From an optimization exercise on the open Yosys and OpenROAD flow, aimed at small area and a short achievable clock period; shortcuts taken in it are not production practice.
In this exercise RTL edits were held to simulation tests only and were not proved equivalent to the original.
Power is estimated from default activity; no workload was simulated. No driver is modelled on the clock port, so clocking that relies on it looks cheaper here than on a real chip.

==> flow/design.v <==
module STREAM_REG(ready_out, valid_out, data_out, ready_in, valid_in, data_in, clk, rst_n);
	input clk, rst_n;
	input ready_in, valid_in;
	input [DATA_WIDTH-1:0] data_in;
	output ready_out, valid_out;
	output reg [DATA_WIDTH-1:0] data_out;
	parameter DATA_WIDTH = 26;
	reg data_valid, ready_in_d;
	always@(posedge clk) begin
		if (~rst_n) begin
			data_out <= 1'b0;
			data_valid <= 0;
			ready_in_d <= 0;
			end
		else begin
			ready_in_d <= ready_in;
			if (valid_in & (~data_valid | ready_in_d)) begin
				data_out <= data_in;
				data_valid <= 1;
				end
			else if (ready_in_d) begin
				data_valid <= 0;
				end
			end
	end
	assign ready_out = (~data_valid & ~valid_in) | ready_in;
	assign valid_out = ready_in_d & data_valid;
endmodule
module MSG_FIFO (
	clock,
	sclr,
	wpos,
	right,
	bottom,
	left_pink,
	top_pink,
	rdreq,
	empty,
	q,
	usedw);
	input         clock;
	input         sclr;
	input  [3:0]  wpos;
	input  [9:0]  right;
	input  [10:0] bottom;
	input  [9:0]  left_pink;
	input  [10:0] top_pink;
	input         rdreq;
	output        empty;
	output [31:0] q;
	output [5:0]  usedw;
	reg [9:0]  rmem [0:10];
	reg [10:0] bmem [0:10];
	reg [9:0]  lmem [0:2];
	reg [10:0] tmem [0:2];
	reg [3:0] rw, bw;
	reg [1:0] lw, tw;
	reg [10:0] rr, br;	 
	reg [2:0] lr, tr;
	reg [3:0] hpos;
	reg [5:0] count;
	function [1:0] kind;
		input [3:0] p;
		case (p)
			4'd2, 4'd5, 4'd8, 4'd11, 4'd14: kind = 2'd1;
			4'd3, 4'd6, 4'd9, 4'd12, 4'd15: kind = 2'd2;
			default:                        kind = 2'd0;
		endcase
	endfunction
	function [2:0] msg_id;
		input [3:0] p;
		case (p)
			4'd1:    msg_id = 3'd1;
			4'd4:    msg_id = 3'd2;
			4'd7:    msg_id = 3'd3;
			4'd10:   msg_id = 3'd4;
			default: msg_id = 3'd5;
		endcase
	endfunction
	function [3:0] inc11;
		input [3:0] p;
		inc11 = (p == 4'd10) ? 4'd0 : {p[3] ^ (&p[2:0]), p[2] ^ (&p[1:0]), p[1] ^ p[0], ~p[0]};
	endfunction
	function [1:0] inc3;
		input [1:0] p;
		inc3 = {p[0], ~p[1] & ~p[0]};
	endfunction
	function [5:0] updown6;
		input [5:0] a;
		input dn;
		integer i;
		reg c;
		begin
			c = 1'b1;
			for (i = 0; i < 6; i = i + 1) begin
				updown6[i] = a[i] ^ c;
				c = (a[i] ^ dn) & c;
			end
		end
	endfunction
	wire [1:0] wkind = kind(wpos);
	wire [1:0] hkind = kind(hpos);
	wire wpink = (wpos == 4'd14) | (wpos == 4'd15);
	wire hpink = (hpos == 4'd14) | (hpos == 4'd15);
	wire full = (count == 6'd32);
	assign empty = (count == 6'd0);
	wire do_rd = rdreq & ~empty;
	wire do_wr = (wpos != 4'd0) & ~full;
	wire wr_r = do_wr & (wkind == 2'd1);
	wire wr_b = do_wr & (wkind == 2'd2);
	wire rd_r = do_rd & (hkind == 2'd1);
	wire rd_b = do_rd & (hkind == 2'd2);
	reg [9:0]  lo_x, hi_x;
	reg [10:0] lo_y, hi_y;
	integer i;
	always @(*) begin
		lo_x = 10'h0;
		lo_y = 11'h0;
		for (i = 0; i < 11; i = i + 1) begin
			lo_x = lo_x | (rmem[i] & {10{rr[i]}});
			lo_y = lo_y | (bmem[i] & {11{br[i]}});
		end
		hi_x = 10'h0;
		hi_y = 11'h0;
		for (i = 0; i < 3; i = i + 1) begin
			hi_x = hi_x | (lmem[i] & {10{lr[i] & hpink}});
			hi_y = hi_y | (tmem[i] & {11{tr[i] & hpink}});
		end
	end
	assign q = empty ? 32'h0 :
	           (hkind == 2'd1) ? {6'b0, hi_x, 6'b0, lo_x} :
	           (hkind == 2'd2) ? {5'b0, hi_y, 5'b0, lo_y} :
	           {16'hFFFF, 13'b0, msg_id(hpos)};
	assign usedw = count;
	always @(posedge clock) begin
		if (wr_r) rmem[rw] <= right;
		if (wr_b) bmem[bw] <= bottom;
		if (wr_r & wpink) lmem[lw] <= left_pink;
		if (wr_b & wpink) tmem[tw] <= top_pink;
	end
	always @(posedge clock) begin
		if (sclr) begin
			rw <= 4'd0;
			rr <= 11'd1;
			bw <= 4'd0;
			br <= 11'd1;
			lw <= 2'd0;
			lr <= 3'd1;
			tw <= 2'd0;
			tr <= 3'd1;
			count <= 6'h0;
		end
		else begin
			if (wr_r) rw <= inc11(rw);
			if (wr_b) bw <= inc11(bw);
			if (rd_r) rr <= {rr[9:0], rr[10]};
			if (rd_b) br <= {br[9:0], br[10]};
			if (wr_r & wpink) lw <= inc3(lw);
			if (wr_b & wpink) tw <= inc3(tw);
			if (rd_r & hpink) lr <= {lr[1:0], lr[2]};
			if (rd_b & hpink) tr <= {tr[1:0], tr[2]};
			if (do_wr != do_rd) count <= updown6(count, do_rd);
		end
	end
	always @(posedge clock) begin
		if (empty) hpos <= wpos;
		else if (do_rd) hpos <= (hpos == 4'd15) ? 4'd1 : {hpos[3] ^ (&hpos[2:0]), hpos[2] ^ (&hpos[1:0]), hpos[1] ^ hpos[0], ~hpos[0]};
	end
endmodule
module PIXEL_PROC(
    input       [7:0]   red,
    input       [7:0]   green,
    input       [7:0]   blue,
    output reg  [2:0]   pixel_classification     
);
function ge8;     
    input [7:0] a, b;
    integer i;
    reg c;
    begin
        c = 1'b1;
        for (i = 0; i < 8; i = i + 1)
            c = (a[i] & ~b[i]) | ((a[i] | ~b[i]) & c);
        ge8 = c;
    end
endfunction
function [7:0] sub8;     
    input [7:0] a, b;
    integer i;
    reg c;
    begin
        c = 1'b1;
        for (i = 0; i < 8; i = i + 1) begin
            sub8[i] = a[i] ^ ~b[i] ^ c;
            c = (a[i] & ~b[i]) | ((a[i] | ~b[i]) & c);
        end
    end
endfunction
function ge16;     
    input [15:0] a, b;
    integer i;
    reg c;
    begin
        c = 1'b1;
        for (i = 0; i < 16; i = i + 1)
            c = (a[i] & ~b[i]) | ((a[i] | ~b[i]) & c);
        ge16 = c;
    end
endfunction
function [15:0] add16;
    input [15:0] a, b;
    integer i;
    reg c;
    begin
        c = 1'b0;
        for (i = 0; i < 16; i = i + 1) begin
            add16[i] = a[i] ^ b[i] ^ c;
            c = (a[i] & b[i]) | ((a[i] | b[i]) & c);
        end
    end
endfunction
function [15:0] sub16;
    input [15:0] a, b;
    integer i;
    reg c;
    begin
        c = 1'b1;
        for (i = 0; i < 16; i = i + 1) begin
            sub16[i] = a[i] ^ ~b[i] ^ c;
            c = (a[i] & ~b[i]) | ((a[i] | ~b[i]) & c);
        end
    end
endfunction
wire r_g = ~ge8(green, red);
wire r_b = ~ge8(blue, red);
wire g_b = ~ge8(blue, green);
reg [7:0] mx, mn, md;
always @(*) begin
    case ({r_g, r_b, g_b})
    3'b000:  begin mx = blue;  mn = red;   md = green; end
    3'b001:  begin mx = green; mn = red;   md = blue;  end
    3'b011:  begin mx = green; mn = blue;  md = red;   end
    3'b100:  begin mx = blue;  mn = green; md = red;   end
    3'b110:  begin mx = red;   mn = green; md = blue;  end
    default: begin mx = red;   mn = blue;  md = green; end    
    endcase
end
wire [7:0] t = sub8(md, mn);     
wire [7:0] m = sub8(mx, mn);     
wire [15:0] T = {8'b0, t};
wire [15:0] M = {8'b0, m};
wire [15:0] t20 = add16(T << 4, T << 2);
wire [15:0] m9  = add16(M << 3, M);
wire [15:0] t10 = add16(T << 3, T << 1);
wire [15:0] m7  = sub16(M << 3, M);
wire [15:0] t15 = sub16(T << 4, T);
wire [15:0] m13 = sub16(sub16(M << 4, M << 1), M);
wire [15:0] m3  = add16(M << 1, M);
wire [15:0] t6  = add16(T << 2, T << 1);
wire [15:0] m5  = add16(M << 2, M);
wire [15:0] t60 = sub16(T << 6, T << 2);
wire [15:0] m53 = sub16(sub16(sub16(M << 6, M << 3), M << 1), M);
wire [15:0] m31 = sub16(M << 5, M);
reg [7:0] t60s;
always @(*) begin
    case (t[2:0])
        3'd0:    t60s = 8'd0;
        3'd1:    t60s = 8'd60;
        3'd2:    t60s = 8'd120;
        3'd3:    t60s = 8'd180;
        default: t60s = 8'd240;
    endcase
end
wire q_eq0  = (t[7:2] == 6'd0 || t == 8'd4) && ~ge8(t60s, m);    
wire q_le26 = ~ge16(t20, m9);     
wire q_ge42 = ge16(t10, m7);      
wire q_le51 = ~ge16(t15, m13);    
wire q_ge18 = ge16(t10, m3);      
wire q_le49 = ~ge16(t6, m5);      
wire q_le52 = ~ge16(t60, m53);    
wire q_ge1  = ~q_eq0;
wire q_le30 = ~ge16(t60, m31);    
wire [15:0] X = {8'b0, mx};
wire [15:0] x69 = add16(add16(X << 6, X << 2), X);
wire [15:0] x29 = sub16(sub16(X << 5, X << 1), X);
wire [15:0] x55 = sub16(sub16(X << 6, X << 3), X);
wire [15:0] x9  = add16(X << 3, X);
wire [15:0] x31 = sub16(X << 5, X);
wire s_gt68 = ge16({m, 8'b0}, x69);
wire s_gt57 = ge16({1'b0, m, 7'b0}, x29);     
wire s_gt54 = ge16({m, 8'b0}, x55);
wire s_gt35 = ge16({2'b0, m, 6'b0}, x9);      
wire s_gt30 = ge16({m, 8'b0}, x31);
wire sec111 = r_g & r_b & g_b;
wire sec110 = r_g & r_b & ~g_b;
wire sec100 = r_g & ~r_b & ~g_b;
wire sec011 = ~r_g & r_b & g_b;
wire sec001 = ~r_g & ~r_b & g_b;
wire sec000 = ~r_g & ~r_b & ~g_b;
wire is_red    = ((sec111 & q_le26) | (sec110 & q_eq0)) & s_gt68 & (mx > 8'd24);
wire is_yellow = sec011 & q_ge42 & q_le51 & s_gt57 & (mx > 8'd65);
wire is_green  = sec001 & q_ge18 & q_le49 & s_gt54 & (mx > 8'd23);
wire is_blue   = ((sec000 & q_le52) | (sec100 & q_eq0)) & s_gt35 & (mx > 8'd1);
wire is_pink   = sec111 & q_ge1 & q_le30 & s_gt30 & (mx > 8'd58);
always @(*) begin
    if (is_red)         pixel_classification = 3'h1;
    else if (is_yellow) pixel_classification = 3'h2;
    else if (is_green)  pixel_classification = 3'h3;
    else if (is_blue)   pixel_classification = 3'h4;
    else if (is_pink)   pixel_classification = 3'h5;
    else                pixel_classification = 3'h0;
end
endmodule
module AVER_FILTER(
	input                         clk,
	input                         rst,
	input                         valid,
	input                         packet_video,
	input        [7:0]            r_in,
	input        [7:0]            g_in,
	input        [7:0]            b_in,
	input                         x_lt2,
	output reg   [7:0]            r_out,
	output reg   [7:0]            g_out,
	output reg   [7:0]            b_out
);
reg [23:0] prev_pixel [1:0];
function [9:0] add3;
	input [7:0] a, b, c;
	reg [7:0] sm, cy;
	reg [9:0] u, v;
	reg k;
	integer i;
	begin
		sm = a ^ b ^ c;
		cy = (a & b) | (a & c) | (b & c);
		u = {2'b0, sm};
		v = {1'b0, cy, 1'b0};
		k = 1'b0;
		for (i = 0; i < 10; i = i + 1) begin
			add3[i] = u[i] ^ v[i] ^ k;
			k = (u[i] & v[i]) | ((u[i] | v[i]) & k);
		end
	end
endfunction
function [7:0] avg3;
	input [7:0] a, b, c;
	reg [9:0] s;
	reg [1:0] r;
	reg [2:0] v;
	integer i;
	begin
		s = add3(a, b, c);
		r = 2'd0;
		avg3 = 8'd0;
		for (i = 9; i >= 0; i = i - 1) begin
			v = {r, s[i]};
			if (i < 8) avg3[i] = (v >= 3'd3);
			r = (v >= 3'd3) ? v - 3'd3 : v[1:0];
		end
	end
endfunction
always @(posedge clk) begin
	if (packet_video & valid) begin
		prev_pixel[1] <= prev_pixel[0];
		prev_pixel[0] <= {r_in,g_in,b_in};
	end
end
always @(posedge clk) begin
	if (~rst) begin
		{r_out,g_out,b_out} <= 24'h0;
	end
	else if (~packet_video) begin
		r_out <= r_in;
		g_out <= g_in;
		b_out <= b_in;
	end
	else if (valid) begin
		if (x_lt2) begin
			{r_out,g_out,b_out} <= 24'b0;
		end
		else begin
			r_out <= avg3(r_in, prev_pixel[0][23:16], prev_pixel[1][23:16]);
			g_out <= avg3(g_in, prev_pixel[0][15:8], prev_pixel[1][15:8]);
			b_out <= avg3(b_in, prev_pixel[0][7:0], prev_pixel[1][7:0]);
		end
	end
end
endmodule
module EEE_IMGPROC(
	clk,
	reset_n,
	s_chipselect,
	s_read,
	s_write,
	s_readdata,
	s_writedata,
	s_address,
	sink_data,
	sink_valid,
	sink_ready,
	sink_sop,
	sink_eop,
	source_data,
	source_valid,
	source_ready,
	source_sop,
	source_eop,
	mode
);
input	clk;
input	reset_n;
input							s_chipselect;
input							s_read;
input							s_write;
output	reg	[31:0]				s_readdata;
input	[31:0]					s_writedata;
input	[2:0]					s_address;
input	[23:0]            		sink_data;
input							sink_valid;
output							sink_ready;
input							sink_sop;
input							sink_eop;
output	[23:0]			  	   	source_data;
output							source_valid;
input							source_ready;
output							source_sop;
output							source_eop;
input                         	mode;
function lt10;     
	input [9:0] a, b;
	integer i;
	reg c;
	begin
		c = 1'b0;
		for (i = 0; i < 10; i = i + 1)
			c = (~a[i] & b[i]) | ((~a[i] | b[i]) & c);
		lt10 = c;
	end
endfunction
function lt11;     
	input [10:0] a, b;
	integer i;
	reg c;
	begin
		c = 1'b0;
		for (i = 0; i < 11; i = i + 1)
			c = (~a[i] & b[i]) | ((~a[i] | b[i]) & c);
		lt11 = c;
	end
endfunction
function [10:0] inc11;
	input [10:0] a;
	integer i;
	reg c;
	begin
		c = 1'b1;
		for (i = 0; i < 11; i = i + 1) begin
			inc11[i] = a[i] ^ c;
			c = a[i] & c;
		end
	end
endfunction
function [7:0] dec8;
	input [7:0] a;
	integer i;
	reg b;
	begin
		b = 1'b1;
		for (i = 0; i < 8; i = i + 1) begin
			dec8[i] = a[i] ^ b;
			b = ~a[i] & b;
		end
	end
endfunction
parameter IMAGE_W = 10'd640;
parameter IMAGE_H = 11'd480;
parameter MESSAGE_BUF_MAX = 32;
parameter MSG_INTERVAL = 20;
parameter BB_COL_DEFAULT = 24'h00ff00;
wire [7:0]   red, green, blue;		 
wire         sop, eop, in_valid, out_ready;
reg [9:0]  x;
reg [10:0] y;
reg packet_video;
always@(posedge clk) begin
	if (~reset_n) begin
		x <= 10'h0;
		y <= 11'h0;
		packet_video <= 1'b0;
	end
	else if (sop) begin
		x <= 10'h0;
		y <= 11'h0;
		packet_video <= (blue[3:0] == 4'h0);
	end
	else if (in_valid) begin
		if (x == IMAGE_W-1) begin
			x <= 10'h0;
			y <= inc11(y);
		end
		else begin
			x <= inc11({1'b0, x});
		end
	end
end
wire [7:0] f_r, f_g, f_b;
AVER_FILTER af(
	.clk(clk),
	.rst(reset_n),
	.valid(in_valid),
	.packet_video(packet_video),
	.r_in(red),
	.g_in(green),
	.b_in(blue),
	.x_lt2(x[9:1] == 9'h0),
	.r_out(f_r),
	.g_out(f_g),
	.b_out(f_b)
);
wire [2:0] class_f;
reg  [2:0] class_d1, class_d2, pixel_classification;
PIXEL_PROC pixel_proc(
	.red(f_b),
	.green(f_g),
	.blue(f_r),
	.pixel_classification(class_f)
);
always @(posedge clk) begin
	if (~reset_n) begin
		class_d1 <= 3'h0;
		class_d2 <= 3'h0;
		pixel_classification <= 3'h0;
	end
	else begin
		class_d1 <= class_f;
		class_d2 <= class_d1;
		pixel_classification <= class_d2;
	end
end
wire c_red    = (pixel_classification == 3'h1);
wire c_yellow = (pixel_classification == 3'h2);
wire c_green  = (pixel_classification == 3'h3);
wire c_blue   = (pixel_classification == 3'h4);
wire c_pink   = (pixel_classification == 3'h5);
reg [9:0]  x_max_red, x_max_yellow, x_max_green, x_max_blue, x_max_pink, x_min_pink;
reg [10:0] y_max_red, y_max_yellow, y_max_green, y_max_blue, y_max_pink, y_min_pink;
wire box_clear = ~reset_n | (sop & in_valid);
reg [9:0] x_max_cur;
always @(*) begin
	case (pixel_classification)
		3'h1:    x_max_cur = x_max_red;
		3'h2:    x_max_cur = x_max_yellow;
		3'h3:    x_max_cur = x_max_green;
		3'h4:    x_max_cur = x_max_blue;
		default: x_max_cur = x_max_pink;
	endcase
end
wire x_gt_max = lt10(x_max_cur, x);
always@(posedge clk) begin
	if (box_clear) begin
		{x_max_red,x_max_yellow,x_max_green,x_max_blue,x_max_pink} <= 0;
		{y_max_red,y_max_yellow,y_max_green,y_max_blue,y_max_pink} <= 0;
		x_min_pink <= IMAGE_W-10'h1;
		y_min_pink <= IMAGE_H-11'h1;
	end
	else begin
		if (c_red) begin
			if (x_gt_max) x_max_red <= x;
			y_max_red <= y;
		end
		if (c_yellow) begin
			if (x_gt_max) x_max_yellow <= x;
			y_max_yellow <= y;
		end
		if (c_green) begin
			if (x_gt_max) x_max_green <= x;
			y_max_green <= y;
		end
		if (c_blue) begin
			if (x_gt_max) x_max_blue <= x;
			y_max_blue <= y;
		end
		if (c_pink) begin
			if (lt10(x, x_min_pink)) x_min_pink <= x;
			if (x_gt_max) x_max_pink <= x;
			if (lt11(y, y_min_pink)) y_min_pink <= y;
			y_max_pink <= y;
		end
	end
end
reg [9:0]  right_red, right_yellow, right_green, right_blue, right_pink, left_pink;
reg [10:0] bottom_red, bottom_yellow, bottom_green, bottom_blue, bottom_pink, top_pink;
reg [3:0] msg_state;
reg [7:0] frame_count;
wire [5:0] msg_buf_size;
wire frame_end = eop & in_valid & packet_video;
always@(posedge clk) begin
	if (~reset_n) begin
		{right_red,right_yellow,right_green,right_blue,right_pink,left_pink} <= 60'h0;
		{bottom_red,bottom_yellow,bottom_green,bottom_blue,bottom_pink,top_pink} <= 66'h0;
	end
	else if (frame_end) begin
		right_red <= x_max_red;       bottom_red <= y_max_red;
		right_yellow <= x_max_yellow; bottom_yellow <= y_max_yellow;
		right_green <= x_max_green;   bottom_green <= y_max_green;
		right_blue <= x_max_blue;     bottom_blue <= y_max_blue;
		right_pink <= x_max_pink;     bottom_pink <= y_max_pink;
		left_pink <= x_min_pink;      top_pink <= y_min_pink;
	end
end
always@(posedge clk) begin
	if (~reset_n) begin
		frame_count <= 8'h0;
		msg_state <= 4'h0;
	end
	else begin
		if (frame_end) begin
			frame_count <= dec8(frame_count);
			if (frame_count == 8'h0 && ~msg_buf_size[5] && (~msg_buf_size[4] || msg_buf_size[3:1] == 3'b000)) begin
				msg_state <= 4'h1;
				frame_count <= MSG_INTERVAL-1;
			end
		end
		if (msg_state != 4'h0) msg_state <= {msg_state[3] ^ (&msg_state[2:0]), msg_state[2] ^ (&msg_state[1:0]), msg_state[1] ^ msg_state[0], ~msg_state[0]};
	end
end
reg [9:0]  msg_right;
reg [10:0] msg_bottom;
always @(*) begin
	case (msg_state)
		4'd1, 4'd2, 4'd3:    begin msg_right = right_red;    msg_bottom = bottom_red;    end
		4'd4, 4'd5, 4'd6:    begin msg_right = right_yellow; msg_bottom = bottom_yellow; end
		4'd7, 4'd8, 4'd9:    begin msg_right = right_green;  msg_bottom = bottom_green;  end
		4'd10, 4'd11, 4'd12: begin msg_right = right_blue;   msg_bottom = bottom_blue;   end
		default:             begin msg_right = right_pink;   msg_bottom = bottom_pink;   end
	endcase
end
wire [31:0] msg_buf_out;
wire msg_buf_rd, msg_buf_flush, msg_buf_empty;
MSG_FIFO MSG_FIFO_inst (
	.clock (clk),
	.sclr (~reset_n | msg_buf_flush),
	.wpos (msg_state),
	.right (msg_right),
	.bottom (msg_bottom),
	.left_pink (left_pink),
	.top_pink (top_pink),
	.rdreq (msg_buf_rd),
	.empty (msg_buf_empty),
	.q (msg_buf_out),
	.usedw (msg_buf_size)
);
wire x0 = (x == 10'h0);
wire y0 = (y == 11'h0);
wire on_yellow = x0 | y0 | (x == right_yellow) | (y == bottom_yellow);
wire on_green  = x0 | y0 | (x == right_green)  | (y == bottom_green);
wire on_blue   = x0 | y0 | (x == right_blue)   | (y == bottom_blue);
wire on_pink   = (x == left_pink) | (x == right_pink) | (y == top_pink) | (y == bottom_pink);
wire on_red    = x0 | y0 | (x == right_red)    | (y == bottom_red);
reg [2:0] ov;	 
always @(*) begin
	if (on_yellow)     ov = 3'b110;
	else if (on_green) ov = 3'b010;
	else if (on_blue)  ov = 3'b001;
	else if (on_pink)  ov = 3'b101;
	else if (on_red)   ov = 3'b100;
	else case (pixel_classification)
		3'h1:    ov = 3'b100;
		3'h2:    ov = 3'b110;
		3'h3:    ov = 3'b010;
		3'h4:    ov = 3'b001;
		3'h5:    ov = 3'b101;
		default: ov = 3'b000;
	endcase
end
wire overlay_on = mode & ~sop & packet_video;
wire [7:0] red_out   = overlay_on ? {8{ov[2]}} : red;
wire [7:0] green_out = overlay_on ? {8{ov[1]}} : green;
wire [7:0] blue_out  = overlay_on ? {8{ov[0]}} : blue;
STREAM_REG #(.DATA_WIDTH(26)) in_reg (
	.clk(clk),
	.rst_n(reset_n),
	.ready_out(sink_ready),
	.valid_out(in_valid),
	.data_out({red,green,blue,sop,eop}),
	.ready_in(out_ready),
	.valid_in(sink_valid),
	.data_in({sink_data,sink_sop,sink_eop})
);
STREAM_REG #(.DATA_WIDTH(26)) out_reg (
	.clk(clk),
	.rst_n(reset_n),
	.ready_out(out_ready),
	.valid_out(source_valid),
	.data_out({source_data,source_sop,source_eop}),
	.ready_in(source_ready),
	.valid_in(in_valid),
	.data_in({red_out, green_out, blue_out, sop, eop})
);
reg [7:0]  reg_status;
reg [23:0] bb_col;
always @ (posedge clk) begin
	if (~reset_n) begin
		reg_status <= 8'b0;
		bb_col <= BB_COL_DEFAULT;
	end
	else if (s_chipselect & s_write) begin
		if (s_address == 3'd0) reg_status <= s_writedata[7:0];
		if (s_address == 3'd3) bb_col <= s_writedata[23:0];
	end
end
assign msg_buf_flush = s_chipselect & s_write & (s_address == 3'd0) & s_writedata[4];
reg read_d;
reg [26:0] rd_low;
reg rd_msg_id, rd_chip_id;
always @ (posedge clk) begin
	if (~reset_n) begin
		rd_low <= 27'b0;
		rd_msg_id <= 1'b0;
		rd_chip_id <= 1'b0;
	end
	else if (s_chipselect & s_read & ~s_address[2]) begin
		rd_msg_id <= (s_address[1:0] == 2'd1) & msg_buf_out[31];
		rd_chip_id <= (s_address[1:0] == 2'd2);
		case (s_address[1:0])
			2'd0: rd_low <= {11'b0, 2'b0, msg_buf_size, reg_status};
			2'd1: rd_low <= msg_buf_out[26:0];
			2'd2: rd_low <= 27'h234EEE2;
			2'd3: rd_low <= {3'h0, bb_col};
		endcase
	end
end
always @(*) s_readdata = {{3{rd_msg_id}}, rd_msg_id | rd_chip_id, rd_msg_id, rd_low};
always @ (posedge clk) read_d <= s_read;
assign msg_buf_rd = s_chipselect & s_read & ~read_d & ~msg_buf_empty & (s_address == 3'd1);
endmodule
==> flow/flow/run.sh <==
#!/bin/bash
# Standard synthesis; then OpenROAD's restructure for area on its netlist
# (flow/restructure.tcl, registers untouched; its ABC gets the platform's
# liberty less the don't-use cells, written by flow/filter_lib.py); then the
# standard layout, with
# the port buffers made of buf_2 instead of the flow's default (a slow delay
# buffer), clock tree synthesis without dummy loads, and timing repair asked
# for 17.8 ns of setup slack (it then speeds up the path from source_ready
# and sink_valid to sink_ready, the only one that short of it). Each tool's full log:
# orfs/logs/ (ORFS steps), make_synth.log and make.log (make's output),
# filter_lib.log, restructure.log and rmp_abc.log (the area recovery).
set -euo pipefail
bash standard.sh synth > make_synth.log 2>&1
mkdir -p rmp
python3 flow/filter_lib.py "$FLOW_HOME/platforms/sky130hd/lib/sky130_fd_sc_hd__tt_025C_1v80.lib" rmp/lib_no_dont_use.lib > filter_lib.log 2>&1
openroad -no_init -exit flow/restructure.tcl > restructure.log 2>&1
touch orfs/results/sky130hd/EEE_IMGPROC/base/1_synth.sdc
bash standard.sh "BUFFER_PORTS_ARGS=-buffer_cell sky130_fd_sc_hd__buf_2" "SETUP_SLACK_MARGIN=17.8" \
  "CTS_ARGS=-sink_clustering_enable -repair_clock_nets -sink_clustering_size 30 -sink_clustering_max_diameter 100 -dont_use_dummy_load" \
  finish > make.log 2>&1
==> flow/flow/filter_lib.py <==
# Writes the platform's liberty without the cells the platform marks
# don't-use (lpflow_*, probe*), for restructure's ABC run.
import re, sys
src, dst = sys.argv[1], sys.argv[2]
text = open(src).read()
out = []
pos = 0
drop = re.compile(r'sky130_fd_sc_hd__(lpflow_\w+|probe\w*)$')
for m in re.finditer(r'\n\s*cell\s*\(\s*"?([\w]+)"?\s*\)\s*\{', text):
    if m.start() < pos:
        continue
    if not drop.match(m.group(1)):
        continue
    # find the matching closing brace of this cell group
    i = m.end()
    depth = 1
    while depth:
        c = text[i]
        if c == '{':
            depth += 1
        elif c == '}':
            depth -= 1
        i += 1
    out.append(text[pos:m.start()])
    pos = i
out.append(text[pos:])
open(dst, 'w').write(''.join(out))
==> flow/flow/restructure.tcl <==
# Area recovery on the standard synthesis's netlist: OpenROAD's restructure
# re-synthesizes the combinational logic between the registers with ABC for
# area. Registers (names and cells) are left as they are.
set P $::env(FLOW_HOME)/platforms/sky130hd
set R orfs/results/sky130hd/EEE_IMGPROC/base
read_lef $P/lef/sky130_fd_sc_hd.tlef
read_lef $P/lef/sky130_fd_sc_hd_merged.lef
read_liberty $P/lib/sky130_fd_sc_hd__tt_025C_1v80.lib
read_db $R/1_synth.odb
read_sdc $R/1_synth.sdc
report_design_area
puts "registers before: [llength [all_registers]]"
restructure -target area -liberty_file rmp/lib_no_dont_use.lib \
  -tielo_port sky130_fd_sc_hd__conb_1/LO -tiehi_port sky130_fd_sc_hd__conb_1/HI \
  -work_dir rmp -abc_logfile rmp_abc.log
report_design_area
puts "registers after: [llength [all_registers]]"
write_db $R/1_synth.odb
==> flow/standard.sh <==
#!/bin/bash
# synth_recipe.tcl (not shown) runs the flow's synth.tcl, then flattens the netlist and writes it again
# the make line also repeats each setting of config.mk as NAME=value (left out here)
make -C /OpenROAD-flow-scripts/flow DESIGN_CONFIG=/design/flow/config.mk WORK_HOME=/design/flow/orfs CLKGATE_MAP_FILE= SYNTH_SCRIPT=/design/flow/synth_recipe.tcl "${@:-finish}"
==> flow/config.mk <==
export PLATFORM = sky130hd
export DESIGN_NAME = EEE_IMGPROC
export DESIGN_NICKNAME = EEE_IMGPROC
export VERILOG_FILES = /design/flow/design.v
export SDC_FILE = /design/flow/constraint.sdc
export NUM_CORES = 4
export LEC_CHECK = 0
export ABC_AREA = 1
export CAP_MARGIN = 20
export CORE_AREA = 2 2 331.27 331.27
export CTS_CLUSTER_DIAMETER = 100
export CTS_CLUSTER_SIZE = 30
export DIE_AREA = 0 0 333.27 333.27
export SLEW_MARGIN = 20
==> flow/constraint.sdc <==
create_clock -name core_clock -period 30.0 [get_ports {clk}]
set_input_delay 6.0000 -clock core_clock [delete_from_list [all_inputs] [get_ports {clk}]]
set_output_delay 6.0000 -clock core_clock [all_outputs]
set_load 0.01 [all_outputs]
==> impl_metrics.toml, run 1 <==
[routing]
via_per_inst = 5.992
ant_nets = 0
drtIter0Drc = 3712
post-route-drc-count = 0
wl_per_cell_um = 20.87
detailedRoute.firstPassIterationCount = 9
total_detailed_routing_wirelength_um = 119100
via_count = 34192

[clock_tree]
clkTransAtPathRegs_ns = 0.12
cell_chosen_for_the_clock_root = "sky130_fd_sc_hd__clkbuf_16"
cts_tree = "yes"
worst_skew_pair.late_latency_ns = 0.68
numCtsBuffers = 31
cts_max_path_buffers = 3
tritoncts_num_sinks = 833
htree_num_levels = 1

[yosys]
synth-warning-count = 6
post_syn_nets = 4135
synthesis.instances = 4066
synth_area_per_cell_um2 = 9.461
mappedNetlistArea_mm2 = 0.03847

[worst_hold_path]
hold_path_class = "reg2reg"
hold_depth = 1
worst_hold_startpoint = "class_d2[0]"
min_to = "pixel_classification[0]"

[timing]
post-route-period-util = 0.4146
grt_setup_unrepaired = "yes"
total_of_endpoints_with_negative_setup_slack_in_the_final_report = 0
finalClockSkew_ns = 0.06821
max-slew-margin-rel = 0.2206
fin_setup_tns_ns = 0
tightest_slew_ns = 1.169
max_clock_freq_mhz = 80.40
finalWorstPathRequiredPeriod_ns = 12.44
timing_hold_violations_final = 0
final_max_slew_viol_count = 0

[power_and_ir_drop]
total_power_mw = 3.320
power_leakage_nw = 14.35
ir_worst_vdd_v = 0.00005542
power_density_mw_per_mm2 = 78.18

[floorplanning]
initial_core_utilization = 0.3583
dieWidth_um = 333.3
dieArea_mm2 = 0.1111
fp-row-count = 120
die_height_um = 333.3
core_area_mm2 = 0.1074
ios = 129

[worst_setup_path]
critical_path.reg2reg.startpoint = "af.g_out[1]"
crit_slowest_cell = "sky130_fd_sc_hd__buf_2"
worst-endpoint-arrival_ns = 6.44
rr_endpoint = "class_d1[2]"
setup_slack_of_the_worst_register_to_register_path_ns = 19.49
critPathMaxFanout = 2
worst-r2r-cell-count = 46
critPathBufInv = 2
setup_crit_end_kind = "output pin"
setup.worst_path.class = "in2out"
worst_setup_path_start_kind = "input pin"
slowest_delay_ns = 0.14
cp.required_ns = 24.00
worstPathCellList = "buf_6 -> a21oi_4 -> o21ai_2 -> buf_2"
timing.critical_path.max_delay_family = "buffers and inverters"

[global_route]
grt_first_pass_wirelength_um = 182200
first_global_vias = 31119
grt.total_usage = 0.2037
grt_start_max_net_pins = 102
grt_remaining_overflow = 0
grt_antenna_before_repair = 1

[finish]
drive_above_1_share = 0.06507
mostFrequentLayoutCell = "sky130_fd_sc_hd__o21ai_0"
design.final.nets = 4374
final_non_filler_cell_total = 5706
num_antenna_cells = 0
final_cell_mix = "495 x sky130_fd_sc_hd__o21ai_0, 487 x sky130_fd_sc_hd__dfxtp_1, 459 x sky130_fd_sc_hd__nor2_1, 441 x sky130_fd_sc_hd__clkinv_1, 423 x sky130_fd_sc_hd__a21oi_1"
area_growth_syn_to_fin_pct = 10.40

[placed_design]
dpl.hpwl_um = 80500
placement.io_buffers = 120
post-place-cells = 5669
replace_congestion = 0.8712

[flow_run]
maxCapViolCount = 0

[outcome]
outcome = "finished clean"
[routing by layer]
| metal | wire, um | vias up | global-route usage |
|---|---|---|---|
| li1 | - | 16343 | - |
| met1 | 52640 | 16439 | 0.2830 |
| met2 | 55870 | 1262 | 0.3428 |
| met3 | 7736 | 148 | 0.01855 |
| met4 | 2842 | 0 | 0.04708 |
| met5 | 0 | - | 0 |
[state kept, by name, summed over array words and instances (netlist names), 24 cells and up]
signal / count
MSG_FIFO_inst.rmem: 110
MSG_FIFO_inst.bmem: 121
in_reg.data_out: 26
af.prev_pixel: 48
bb_col: 24
MSG_FIFO_inst.tmem: 33
MSG_FIFO_inst.lmem: 30
rd_low: 27
out_reg.data_out: 26
[area by class of cell]
type	instances	area, um2
Fill cell	10620	64890
Sequential cell	833	20140
Multi-Input combinational cell	2785	16830
Tap cell	1403	1755
Inverter	444	1667
Timing Repair Buffer	210	1301
Clock buffer	31	775.7
[worst max path at each step]
stage,startpoint,endpoint,slack (ns),depth (start not counted)
6_report,source_ready,sink_ready,17.56,4
5_1_grt,source_ready,sink_ready,17.56,4
4_1_cts,source_ready,sink_ready,17.58,4
3_5_place_dp,source_ready,sink_ready,17.55,4
3_3_place_gp,source_ready,sink_ready,17.56,4
2_1_floorplan,source_ready,sink_ready,17.81,2
[power by group]
part | switching, mW | internal (mW)
logic | 1.03 | 0.569
clock network | 0.339 | 0.186
registers | 0.0138 | 1.18
[what timing repair did]
| action | CTS | global route |
|---|---|---|
| hold buffers | 0 | 0 |
| gates resized for setup | 2 | 0 |
| buffers inserted | 1 | 1 |
| endpoints found under the setup margin | 1 | 1 |
[worst register-to-register path: cells and delay by family, from the launching register on]
family | cells | cell delay (ns)
muxes | 1 | 0.35
AOI/OAI and AO/OA | 23 | 4.77
and+or+nand+nor | 15 | 2.70
buffers and inverters | 7 | 2.10
DFF | 1 | 0.53
[metrics by stage]
step / setup slack, ns / hold slack (ns) / cell area, um2 / util
floorplan: 17.81 / 0.4138 / 38480 / -
global placement: 17.56 / 0.4231 / 41590 / 0.3875
detailed placement: 17.55 / 0.4292 / 41600 / 0.3875
CTS: 17.58 / 0.4431 / 42390 / 0.3949
global route: 17.56 / 0.4448 / 42470 / 0.3956
finish: 17.56 / 0.4368 / 42470 / 0.3956
==> run 2, diff against run 1 <==
--- a/flow/flow/run.sh
+++ b/flow/flow/run.sh
@@ -3,7 +3,7 @@
 # (flow/restructure.tcl, registers untouched; its ABC gets the platform's
 # liberty less the don't-use cells, written by flow/filter_lib.py); then the
 # standard layout, with
-# the port buffers made of buf_2 instead of the flow's default (a slow delay
+# the port buffers made of buf_1 instead of the flow's default (a slow delay
 # buffer), clock tree synthesis without dummy loads, and timing repair asked
 # for 17.8 ns of setup slack (it then speeds up the path from source_ready
 # and sink_valid to sink_ready, the only one that short of it). Each tool's full log:
@@ -15,6 +15,6 @@
 python3 flow/filter_lib.py "$FLOW_HOME/platforms/sky130hd/lib/sky130_fd_sc_hd__tt_025C_1v80.lib" rmp/lib_no_dont_use.lib > filter_lib.log 2>&1
 openroad -no_init -exit flow/restructure.tcl > restructure.log 2>&1
 touch orfs/results/sky130hd/EEE_IMGPROC/base/1_synth.sdc
-bash standard.sh "BUFFER_PORTS_ARGS=-buffer_cell sky130_fd_sc_hd__buf_2" "SETUP_SLACK_MARGIN=17.8" \
+bash standard.sh "BUFFER_PORTS_ARGS=-buffer_cell sky130_fd_sc_hd__buf_1" "SETUP_SLACK_MARGIN=17.8" \
   "CTS_ARGS=-sink_clustering_enable -repair_clock_nets -sink_clustering_size 30 -sink_clustering_max_diameter 100 -dont_use_dummy_load" \
   finish > make.log 2>&1
==> impl_metrics.toml, run 2 <==
[outcome]
outcome = "finished clean"

[timing]
fin_setup_tns_ns = 0
tightest_slew_ns = 1.088
grt_setup_unrepaired = "yes"
max_clock_freq_mhz = 80.59
max-slew-margin-rel = 0.2744
post-route-period-util = 0.4136
finalClockSkew_ns = 0.03082
final_max_slew_viol_count = 0
timing_hold_violations_final = 0
finalWorstPathRequiredPeriod_ns = 12.41
timing.final.ws_setup_ns = 17.59
holdWs_ns = 0.4405
total_of_endpoints_with_negative_setup_slack_in_the_final_report = 0

[clock_tree]
tritoncts_num_sinks = 833
clkTransAtPathRegs_ns = 0.11
htree_num_levels = 1
cts_hold_buf = 0
cts_tree = "yes"
cell_chosen_for_the_clock_root = "sky130_fd_sc_hd__clkbuf_16"
numCtsBuffers = 31
worst_skew_pair.late_latency_ns = 0.67
cts_max_path_buffers = 3

[floorplanning]
dieWidth_um = 333.3
core_area_mm2 = 0.1074
die_height_um = 333.3
ios = 129
dieArea_mm2 = 0.1111
initial_core_utilization = 0.3583
fp-row-count = 120

[worst_setup_path]
crit_slowest_cell = "sky130_fd_sc_hd__buf_2"
timing.critical_path.max_delay_family = "buffers and inverters"
critPathBufInv = 2
cp.required_ns = 24.00
setup_crit_end_kind = "output pin"
critPathMaxFanout = 2
worst_setup_path_start_kind = "input pin"
slowest_delay_ns = 0.13
worst-endpoint-arrival_ns = 6.41
worstPathCellList = "buf_6 -> a21oi_4 -> o21ai_2 -> buf_2"
setup.worst_path.class = "in2out"

[finish]
fin_util = 0.3944
largest_register_ff_count = 121
final_cell_mix = "495 x sky130_fd_sc_hd__o21ai_0, 487 x sky130_fd_sc_hd__dfxtp_1, 460 x sky130_fd_sc_hd__nor2_1, 441 x sky130_fd_sc_hd__clkinv_1, 423 x sky130_fd_sc_hd__a21oi_1"
design.final.nets = 4370
drive_above_1_share = 0.03792
design_area_mm2 = 0.04234
top_register = "MSG_FIFO_inst.bmem"
area_growth_syn_to_fin_pct = 10.07
largest_registers = "MSG_FIFO_inst.bmem x121, MSG_FIFO_inst.rmem x110, af.prev_pixel x48"
final_non_filler_cell_total = 5703
mostFrequentLayoutCell = "sky130_fd_sc_hd__o21ai_0"

[global_route]
first_global_vias = 31096
grt.total_usage = 0.2047
grt_remaining_overflow = 0
grt_antenna_before_repair = 1
grt_start_max_net_pins = 122
grt_first_pass_wirelength_um = 182900

[routing]
via_per_inst = 5.985
post-route-drc-count = 0
total_detailed_routing_wirelength_um = 119000
ant_nets = 0
via_count = 34133
wl_per_cell_um = 20.87
detailedRoute.firstPassIterationCount = 9
drtIter0Drc = 3878

[worst_hold_path]
hold_path_class = "reg2reg"

[placed_design]
post-place-cells = 5668
pre_cts_slack_ns = 17.57
dpl.hpwl_um = 80790
placement.io_buffers = 120
placement.cell_area_mm2 = 0.04146
replace_congestion = 0.8688

[yosys]
synthesis.instances = 4066
synth-warning-count = 6
synth_area_per_cell_um2 = 9.461
post_syn_nets = 4135
mappedNetlistArea_mm2 = 0.03847

[power_and_ir_drop]
power_leakage_nw = 13.93
total_power_mw = 3.321
power_density_mw_per_mm2 = 78.43
ir_worst_vdd_v = 0.00005377

[flow_run]
maxCapViolCount = 0
[run 2: power by group]
| part | internal [mW] | switching [mW] |
|---|---|---|
| Clock | 0.186 | 0.339 |
| Combinational | 0.567 | 1.03 |
| Sequential | 1.18 | 0.0139 |
| Total | 1.94 | 1.38 |
[run 2: worst paths after layout]
| kind | depth (start not counted) | to | startpoint | slack, ns |
|---|---|---|---|---|
| max reg2reg | 46 | class_d1[2] | af.g_out[1] | 19.06 |
| min | 2 | bb_col[17] | bb_col[17] | 0.44 |
| min reg2reg | 2 | bb_col[17] | bb_col[17] | 0.44 |
| max | 4 | sink_ready | source_ready | 17.59 |
[run 2: area by class of cell]
| class | count | area, um2 |
|---|---|---|
| fill | 10580 | 65010 |
| clock buffer | 31 | 775.7 |
| antenna | 1 | 2.502 |
| multi-input combinational | 2785 | 16860 |
| sequential | 833 | 20140 |
| inverter | 444 | 1667 |
| tap | 1403 | 1755 |
| timing repair buffer | 206 | 1136 |
[run 2: layer usage]
metal / global-route usage / vias up / share of wire
met2: 0.3396 / 1155 / 0.47
met1: 0.2883 / 16485 / 0.45
met4: 0.04457 / 2 / 0.024
li1: - / 16329 / -
met5: 0 / - / 0.00011
met3: 0.02052 / 162 / 0.062
[run 2: repair_timing]
action / in CTS / in global routing
gates resized for setup: 4 / 0
setup endpoints to repair: 1 / 1
gates cloned: 0 / 0
buffers inserted: 1 / 0
pin swaps: 0 / 0
[run 2: tightest hold or removal path: cells and delay by family (launching register included)]
family / cells / cell delay [ns]
buf+inv: 1 / 0.04
compound gates: 1 / 0.05
flops: 1 / 0.32
==> run 3, diff against run 2 <==
--- a/flow/flow/run.sh
+++ b/flow/flow/run.sh
@@ -16,5 +16,5 @@
 openroad -no_init -exit flow/restructure.tcl > restructure.log 2>&1
 touch orfs/results/sky130hd/EEE_IMGPROC/base/1_synth.sdc
 bash standard.sh "BUFFER_PORTS_ARGS=-buffer_cell sky130_fd_sc_hd__buf_1" "SETUP_SLACK_MARGIN=17.8" \
-  "CTS_ARGS=-sink_clustering_enable -repair_clock_nets -sink_clustering_size 30 -sink_clustering_max_diameter 100 -dont_use_dummy_load" \
+  "CTS_ARGS=-sink_clustering_enable -repair_clock_nets -sink_clustering_size 26 -sink_clustering_max_diameter 90 -dont_use_dummy_load" \
   finish > make.log 2>&1
--- a/flow/config.mk
+++ b/flow/config.mk
@@ -8,7 +8,7 @@
 export ABC_AREA = 1
 export CAP_MARGIN = 20
 export CORE_AREA = 2 2 331.27 331.27
-export CTS_CLUSTER_DIAMETER = 100
-export CTS_CLUSTER_SIZE = 30
+export CTS_CLUSTER_DIAMETER = 90
+export CTS_CLUSTER_SIZE = 26
 export DIE_AREA = 0 0 333.27 333.27
 export SLEW_MARGIN = 20
==> impl_metrics.toml, run 3 <==
[finish]
design_area_mm2 = 0.04252
largest_register_ff_count = 121
largest_registers = "MSG_FIFO_inst.bmem x121, MSG_FIFO_inst.rmem x110, af.prev_pixel x48"
final_non_filler_cell_total = 5712
area_growth_syn_to_fin_pct = 10.54
design.final.nets = 4377
mostFrequentLayoutCell = "sky130_fd_sc_hd__o21ai_0"
final_cell_mix = "495 x sky130_fd_sc_hd__o21ai_0, 487 x sky130_fd_sc_hd__dfxtp_1, 460 x sky130_fd_sc_hd__nor2_1, 441 x sky130_fd_sc_hd__clkinv_1, 423 x sky130_fd_sc_hd__a21oi_1"
top_register = "MSG_FIFO_inst.bmem"
drive_above_1_share = 0.03948

[worst_setup_path]
setup.worst_path.end = "sink_ready"
setup_slack_of_the_worst_register_to_register_path_ns = 19.04
critical_path.reg2reg.startpoint = "af.g_out[1]"
rr_endpoint = "class_d1[2]"
setup_crit_end_kind = "output pin"
crit_slowest_cell = "sky130_fd_sc_hd__buf_2"
worst-r2r-cell-count = 46
setup.worst_path.class = "in2out"
critPathMaxFanout = 2
startpoint = "source_ready"
worst_setup_path_start_kind = "input pin"
worst-endpoint-arrival_ns = 6.41
cp.required_ns = 24.00
worstPathCellList = "buf_6 -> a21oi_4 -> o21ai_2 -> buf_2"
slowest_delay_ns = 0.13

[power_and_ir_drop]
power_density_mw_per_mm2 = 79.28
power.share.switching = 0.4127
ir_worst_vdd_v = 0.00005266
power.share.sequential = 0.355
combPwrFrac = 0.473
power.internal_mw = 1.980
power_leakage_nw = 14.02
netSwitchingPower_mw = 1.391
pwr-share-clk = 0.171

[clock_tree]
worst_skew_pair.late_latency_ns = 0.62
cts_tree = "yes"
numCtsBuffers = 38
htree_num_levels = 2
clkTransAtPathRegs_ns = 0.11
cell_chosen_for_the_clock_root = "sky130_fd_sc_hd__clkbuf_16"
tritoncts_num_sinks = 833
cts_max_path_buffers = 3

[routing]
post-route-drc-count = 0
wl_per_cell_um = 20.89
total_detailed_routing_wirelength_um = 119300
via_per_inst = 5.971
detailedRoute.firstPassIterationCount = 11
drtIter0Drc = 3994
via_count = 34109
ant_nets = 0

[global_route]
first_global_vias = 31130
grt_remaining_overflow = 0
grt.total_usage = 0.2062
grt_start_max_net_pins = 122
grt_antenna_before_repair = 1
grt_first_pass_wirelength_um = 183500

[timing]
tightest_slew_ns = 1.143
max-slew-margin-rel = 0.2382
fin_setup_tns_ns = 0
holdWs_ns = 0.4351
timing_hold_violations_final = 0
post-route-period-util = 0.4136
finalClockSkew_ns = 0.05372
finalWorstPathRequiredPeriod_ns = 12.41
max_clock_freq_mhz = 80.59
total_of_endpoints_with_negative_setup_slack_in_the_final_report = 0
grt_setup_unrepaired = "yes"
final_max_slew_viol_count = 0

[yosys]
mappedNetlistArea_mm2 = 0.03847
synthesis.instances = 4066
synth_area_per_cell_um2 = 9.461
synth-warning-count = 6
post_syn_nets = 4135

[worst_hold_path]
hold_path_class = "reg2reg"

[floorplanning]
core_area_mm2 = 0.1074
initial_core_utilization = 0.3583
dieArea_mm2 = 0.1111
fp-row-count = 120
dieWidth_um = 333.3
ios = 129
die_height_um = 333.3

[placed_design]
post-place-cells = 5668
placement.io_buffers = 120
replace_congestion = 0.8688
dpl.hpwl_um = 80790
placement.cell_area_mm2 = 0.04146

[outcome]
outcome = "finished clean"

[flow_run]
maxCapViolCount = 0
==> run 3: critical path: cells and delay by family <==
| family | cells | cell delay [ns] |
|---|---|---|
| buffers and inverters | 2 | 0.23 |
| AO/OA/AOI/OAI | 2 | 0.17 |
==> run 3: worst min path at each step <==
stage / start / to / slack, ns / cells after the start
2_1_floorplan: class_d1[0] / class_d2[0] / 0.41 / 1
3_3_place_gp: bb_col[23] / bb_col[23] / 0.43 / 2
3_5_place_dp: bb_col[22] / bb_col[22] / 0.43 / 2
4_1_cts: class_d2[1] / pixel_classification[1] / 0.44 / 1
5_1_grt: y_min_pink[0] / top_pink[0] / 0.45 / 2
6_report: class_d2[1] / pixel_classification[1] / 0.44 / 1
==> run 3: power by group through the flow <==
stage               sequential (mW)  combinational [mW]  clock [mW]
finish                         1.20                1.60       0.578
global route                   1.20                1.80       0.626
CTS                            1.20                1.57       0.590
detailed placement             1.22                1.56           0
global placement               1.22                1.55           0
floorplan                      1.22                1.19           0
==> run 3: per-stage QoR <==
stage / utilization / setup WS [ns] / power (mW)
detailed placement: 0.3862 / 17.57 / 2.788
global route: 0.3960 / 17.57 / 3.625
floorplan: - / 17.81 / 2.413
global placement: 0.3859 / 17.56 / 2.773
CTS: 0.3952 / 17.59 / 3.360
finish: 0.3961 / 17.59 / 3.371
==> run 3: per-layer routing <==
| layer | vias up | wire length (um) | global-route usage |
|---|---|---|---|
| li1 | 16362 | - | - |
| met1 | 16359 | 53370 | 0.2910 |
| met2 | 1231 | 55530 | 0.3393 |
| met3 | 157 | 7536 | 0.01971 |
| met4 | 0 | 2902 | 0.05131 |
| met5 | - | 0 | 0 |
==> run 3: repair_timing <==
item | in CTS | in global routing
setup buffers | 1 | 0
endpoints found under the setup margin | 1 | 1
cloned | 0 | 0
hold buffers | 0 | 0
gates resized for setup | 4 | 0
==> run 3: layout make-up <==
cell class | count | area (um2)
antenna | 3 | 7.507
fill | 10573 | 64830
tap | 1403 | 1755
sequential | 833 | 20140
timing repair buffer | 206 | 1136
multi-input combinational | 2785 | 16860
inverter | 444 | 1667
clock buffer | 38 | 950.9

separate check: timing with driven ports:
The results above use ideal ports. As a check the final layouts listed here were re-extracted and re-timed, cells and wires unchanged. Step 1, drivers: a clkbuf_16 drives clk and a buf_2 each remaining input, both assumed. Step 2 times the ports against the registers' clock, not the clock port: input delays grow and output delays shrink by t, the midpoint of the rising clock arrivals with the driver on. Three values: ideal, step 1, step 2; two values: the first two.
run	t (ns)	slack for setup (ns)	hold slack, ns	worst setup path after step 2	worst slew at a driven data input, ns
run 1	0.716	17.562 / 17.531 / 17.531	0.437 / 0.437 / 0.437	input to output	0.20
run 2	0.715	17.591 / 17.559 / 17.559	0.440 / 0.440 / 0.440	input to output	0.19
run 3	0.659	17.592 / 17.561 / 17.561	0.435 / 0.435 / 0.435	input to output	0.22
After both steps setup and hold are still met in every run listed. For run 2, which loses most, drivers alone change the setup slack by -0.032 ns; drivers and shift together by -0.032 ns.
